Context: an optimization exercise on an open-source flow, tuned for small area. The choices shown serve that exercise and are no tape-out recipe.
The RTL was checked by simulation tests, not by an equivalence proof against the original design.
Power figures rest on the tool's default switching activity, not on a simulated workload.

==> flow/design.v (outline; a module is shown in full before it is edited, if it fits) <==
// module DinoSprite: 210 lines
// module ObstacleSprite: 66 lines
// module GroundSprite: 232 lines
// module DigitSprite: 60 lines
// module TRexTop: 208 lines
module TRexTop(
    input  wire       clk,
    input  wire       btnR,
    input  wire       duckButton,
    input  wire       jumpButton,
    input  wire       restart,
    output wire       Hsync,
    output wire       Vsync,
    output wire [2:0] vgaRed,
    output wire [2:0] vgaGreen,
    output wire [1:0] vgaBlue,
    output wire       led,
    output wire       run,
    output wire       dead);
  // ...
==> flow/run.sh <==
#!/bin/bash
# synth_recipe.tcl (not shown) runs the flow's synth.tcl, then flattens the netlist and writes it again
# the make line also repeats each setting of config.mk as NAME=value (left out here)
make -C /OpenROAD-flow-scripts/flow DESIGN_CONFIG=/design/flow/config.mk WORK_HOME=/design/flow/orfs CLKGATE_MAP_FILE= SYNTH_SCRIPT=/design/flow/synth_recipe.tcl finish
==> flow/config.mk <==
export PLATFORM = sky130hd
export DESIGN_NAME = TRexTop
export DESIGN_NICKNAME = TRexTop
export VERILOG_FILES = /design/flow/design.v
export SDC_FILE = /design/flow/constraint.sdc
export NUM_CORES = 4
export LEC_CHECK = 0
export CAP_MARGIN = 10
export CORE_MARGIN = 2
export CORE_UTILIZATION = 60
export SLEW_MARGIN = 10
export SYNTH_HIERARCHICAL = 1
==> flow/constraint.sdc <==
create_clock -name core_clock -period 40.0 [get_ports {clk}]
set_input_delay 8.0000 -clock core_clock [delete_from_list [all_inputs] [get_ports {clk}]]
set_output_delay 8.0000 -clock core_clock [all_outputs]
set_load 0.01 [all_outputs]
==> impl_metrics.json, run 1 <==
{
  "status": "no timing/DRC/antenna violations",
  "busiest_layer": "met2",
  "synthesis.yosys.warnings": 7,
  "crit_fanout": 71,
  "multi_input_comb_cells": 1646,
  "cts_max_level": 3,
  "route.antenna.remaining_nets": 0,
  "r2r-end": "pix",
  "cp_top_family": "simple AND/OR/NAND/NOR gates",
  "min_path_type": "register to register",
  "dominant_combinational_cell_family_by_area_after_synthesis": "simple AND/OR/NAND/NOR gates",
  "final-hold-violation-count": 0,
  "postSynth.asyncResetShare_pct": 0,
  "critical_path.cell_chain": "buf_2 > buf_4 > nor3_1 > and3_1 > nor2_1 > nor2_1 > a31oi_1 > o311ai_0 > a2111oi_0 > a31oi_1 > nor3_1 > o21ai_0 > a21oi_1",
  "post-synth-top-count-cell": "nor2_1",
  "drt_first_iter_violations": 2711,
  "largest_class": "multi-input gates",
  "max_transition_margin_pct": 24.4,
  "global_route.usage.met1_pct": 52.1,
  "ioPinCount": 18,
  "cp-end-kind": "register",
  "seqAreaFraction_pct": 14.4,
  "post_synth_fa_ha_maj_area_fraction_pct": 6.99,
  "dp.final_hpwl_um": 36000,
  "design.seq.count": 103,
  "internal_power_w": 0.000159,
  "synthDominantAreaCellType": "dfxtp_1",
  "power.ir.vdd_worst_uv": 24.3,
  "critical_path.slowest_cell": "a2111oi_0",
  "top_register": "oz",
  "synthCells": 1986,
  "synth_sequential_area_ratio_pct": 14.8,
  "placement.setup.worst_slack_ns": 28.08,
  "inverters": 96,
  "min_to": "m3[0]",
  "sw_frac_of_total_pct": 30.9,
  "max_slew.worst_pin.slew_ns": 1.12,
  "met2RoutedLength_um": 22100,
  "clock_cell_area_share_pct": 2.17,
  "multiInputGateArea_sq_mm": 0.0108,
  "drtPass1Iterations": 7,
  "seq_power_share_pct": 45.2,
  "worst_hold_startpoint": "m3[0]",
  "final.fill_count": 2082,
  "tritoncts_clock_tree": "built"
}
==> inputs of run 2 (changes only) <==
==> flow/config.mk (replaced) <==
export PLATFORM = sky130hd
export DESIGN_NAME = TRexTop
export DESIGN_NICKNAME = TRexTop
export VERILOG_FILES = /design/flow/design.v
export SDC_FILE = /design/flow/constraint.sdc
export NUM_CORES = 4
export LEC_CHECK = 0
export CAP_MARGIN = 35
export CORE_MARGIN = 2
export CORE_UTILIZATION = 30
export SLEW_MARGIN = 35
export SYNTH_HIERARCHICAL = 1
==> run 2 against run 1 <==
  * Clock power down 0.4%
  * Sequential share of layout area is 0.41 points lower
  * Cell count rose by 14%
  * Area after synthesis did not move
  * Global-route usage decreased by 19 points
  * Register-to-register slack worse by 0.05 ns
  * Count of clock-buffer cells in the layout grew 1
  * Total power is 0.40% higher
  * Fmax grew 7.8%
  * Critical endpoint unchanged
==> impl_metrics.json, run 2 <==
{
  "synthTopCellsByArea": "dfxtp_1 (15%), ha_1 (6.1%), nor2_1 (5.7%)",
  "final-hold-violation-count": 0,
  "rsz0062_at_grt": "no",
  "worst_ep_arrival_time_ns": 11.32,
  "finalNetCount": 1992,
  "largest_reg_flops": 12,
  "worst_slack_setup_final_ns": 28.97,
  "route.antenna.remaining_nets": 0,
  "floorplan.die_area_sq_mm": 0.0480,
  "postSynth.asyncResetShare_pct": 0,
  "leakage_nw": 5.24,
  "max_slew.worst_pin.slew_ns": 0.963,
  "worst_ep_required_time_ns": 40.29,
  "cts.sink_count": 103,
  "grt_first_pass_wirelength_um": 84400,
  "power.density_mw_per_mm2": 15.7,
  "worst-setup-path-type": "input pin to register",
  "finalSetupViolations": 0,
  "fp-row-count": 78,
  "dieWidth_um": 219,
  "synth_edf_count": 0,
  "yosysUniqueCellTypes": 110,
  "syn_avg_cell_area_sq_um": 6.99,
  "die-height_um": 219,
  "synthesis.yosys.warnings": 7,
  "cts_root_buf": "clkbuf_16",
  "gr-usage-all-layers_pct": 22.0,
  "final_weighted_congestion_in_routability_driven_placement": 1.01,
  "yosys_most_used_dff": "dfxtp_1",
  "mostFrequentLayoutCells": "nor2_1 (209), a21oi_1 (143), nand2_1 (138), o21ai_0 (107), dfxtp_1 (101)",
  "startpoint_type": "input pin",
  "cts_max_level": 3,
  "synthDominantAreaCellType": "dfxtp_1",
  "final.setup.tns_ns": 0,
  "postCtsSetupBuffers": 0,
  "worstReg2RegStart": "hc[1]",
  "flow.area_growth_from_synthesis_pct": 6.28,
  "synth_sequential_area_ratio_pct": 14.8,
  "num_vias": 15900,
  "port-buffer-count": 17,
  "hold_depth": 1,
  "final.fill_count": 4900,
  "core_sq_mm": 0.0456,
  "yosys_register_bits": 103,
  "wl_um": 53800,
  "layout-drive-gt1-share_pct": 7.56,
  "dp.final_hpwl_um": 39000,
  "max_transition_margin_pct": 35.6,
  "crit_fanout": 11,
  "path_clk_slew_ns": 0.08,
  "grt_max_degree": 68,
  "min_to": "m3[0]",
  "synthDominantCellAreaShare_pct": 14.8,
  "drt_first_iter_violations": 1957,
  "drv_slew": 0,
  "clk-insertion-delay-late_ns": 0.38,
  "stdcell_count": 2518,
  "placement.setup.worst_slack_ns": 28.58,
  "tritoncts_clock_tree": "built",
  "drt-vias-per-instance": 6.30,
  "ctsLongestPathBuffers": 2,
  "worst_hold_startpoint": "m3[0]",
  "drtPass1Iterations": 9,
  "cp-end-kind": "register",
  "status": "no timing/DRC/antenna violations",
  "post_dp_cell_area_sq_mm": 0.0145,
  "r2r_cells": 24,
  "stdcell_area_sq_mm": 0.0148,
  "place_inst": 2503,
  "min_path_type": "register to register",
  "post_cts_hold_buffer_count": 0,
  "mappedNetlistArea_sq_mm": 0.0139,
  "ioPinCount": 18,
  "drt-wirelength-per-cell_um": 21.3,
  "timing.final.crit_period_ns": 11.03,
  "top_register": "oz",
  "final.period_utilization_pct": 27.6,
  "cts_inserted_buffers": 9,
  "antenna_violations_before_repair": 0,
  "post_cts_resized": 0,
  "synth_fp_nets": 2064,
  "most_common_cell_after_layout_fill_and_taps_aside": "nor2_1",
  "largestRegisters": "oz: 12 flops, gq: 11 flops",
  "power.ir.vdd_worst_uv": 23.8,
  "max_clock_freq_mhz": 90.7,
  "initial_core_utilization_pct": 30.5,
  "synth_common_cells": "nor2_1 (211), a21oi_1 (148), nand2_1 (138), o21ai_0 (107), dfxtp_1 (103)",
  "route.detailed.drc": 0,
  "synthCells": 1986,
  "finalClockSkew_ns": 0.0200,
  "r2r-end": "pix",
  "post-synth-top-count-cell": "nor2_1",
  "grt_overflow": 0,
  "maxCapViolCount": 0,
  "rrSetupSlack_ns": 33.37,
  "final_core_util_pct": 32.4,
  "antenna_cells": 0,
  "via_count_of_the_first_global_routing_pass": 14700
}
[run 2: per-module statistics from Yosys, one instance, submodules excluded]
module	flip-flops and latches	area, sq um
DigitSprite	0	1130
DinoSprite	0	2600
GroundSprite	0	1890
ObstacleSprite	0	628
TRexTop	103	7640
[run 2: worst max-delay path: stages]
cell and delay (ns):
buf_2 0.17, nor3_1 0.10, and3_1 0.36, nor2_2 0.52, nor2_1 0.19, a31oi_1 0.24, o311ai_0 0.24, a2111oi_0 0.74
a31oi_1 0.25, nor3_1 0.22, o21ai_0 0.11, a21oi_1 0.17
[run 2: worst max-delay path by stage]
| stage | end | slack, ns | cells past startpoint | start |
|---|---|---|---|---|
| after floorplan | pix | 28.85 | 16 | btnR |
| after global placement | pix | 28.48 | 13 | btnR |
| after detailed placement | pix | 28.58 | 12 | btnR |
| after CTS | pix | 28.91 | 12 | btnR |
| after global routing | pix | 28.86 | 12 | btnR |
| final | pix | 28.97 | 12 | btnR |
[run 2: power breakdown]
part / internal, W / total [W] / switching (W) / leakage, nW
clock network: 0.0000451 / 0.0000900 / 0.0000449 / 0.143
registers: 0.000104 / 0.000104 / 0.000000892 / 0.833
logic: 0.0000111 / 0.0000370 / 0.0000259 / 4.26
total: 0.000160 / 0.000231 / 0.0000717 / 5.24
[run 2: cell families (layout without fill, tap and decap cells)]
| family | after synthesis | in the layout | synth area share (%) |
|---|---|---|---|
| AO/OA/AOI/OAI | 598 | 598 | 29.9 |
| XOR/XNOR | 86 | 86 | 5.53 |
| flip-flops | 103 | 103 | 14.8 |
| multiplexers | 16 | 16 | 1.22 |
| AND/OR/NAND/NOR | 871 | 871 | 33.6 |
| adder cells (fa/ha/maj) | 75 | 75 | 6.99 |
| buffers and inverters | 237 | 169 | 7.94 |
[run 2: metal layers]
metal  vias to the layer above  GRT usage, %  part of all wire, %
met5                         -             0                    0
met4                         0          7.93                  3.6
met3                       156          4.16                  9.1
met2                       902          34.0                   43
met1                      7486          30.2                   44
li1                       7315             -                    -
[run 2: layout make-up]
type                            instances  area (sq um)  share of cell area (%)
Timing Repair Buffer                   58           473                    3.20
Clock inverter                          5          48.8                   0.331
Multi-Input combinational cell       1646         10800                    73.3
Inverter                               96           360                    2.44
Tap cell                              600           751                    5.09
Sequential cell                       103          2060                    14.0
Clock buffer                           10           239                    1.62
[run 2: stage by stage]
step           power (W)  hold slack [ns]
2_1_floorplan   0.000134            0.397
3_3_place_gp    0.000142            0.406
3_5_place_dp    0.000142            0.413
4_1_cts         0.000232            0.424
5_1_grt         0.000239            0.442
6_report        0.000231            0.419

## static timing again, ports no longer ideal
How much do the figures lean on ideal ports? The routed layouts below were timed once more, with nothing changed but the port constraints. Step 1, drivers: a clkbuf_16 drives clk and a buf_2 each remaining input, both assumed. Step 2 adds t to the input delays and takes it off the output delays; t is the mean of the earliest and latest rising clock arrival at the registers after step 1. Input paths then give back, and output paths get back, about the clock's delay inside the block. Three values: no drivers, after step 1, after step 2; two values: the first two.
run | t, ns | setup slack, ns | hold slack, ns | worst setup path after step 2 | pins driven straight from the clock port
run 1 | 0.403 | 28.109 / 28.134 / 27.731 | 0.433 / 0.433 / 0.433 | input to register | 1
run 2 | 0.410 | 28.973 / 28.988 / 28.578 | 0.419 / 0.419 / 0.419 | input to register | 1
After both steps setup and hold are still met in every run listed. The setup slack of run 2, which loses most, moves by +0.015 ns with the drivers and by -0.395 ns with both steps.
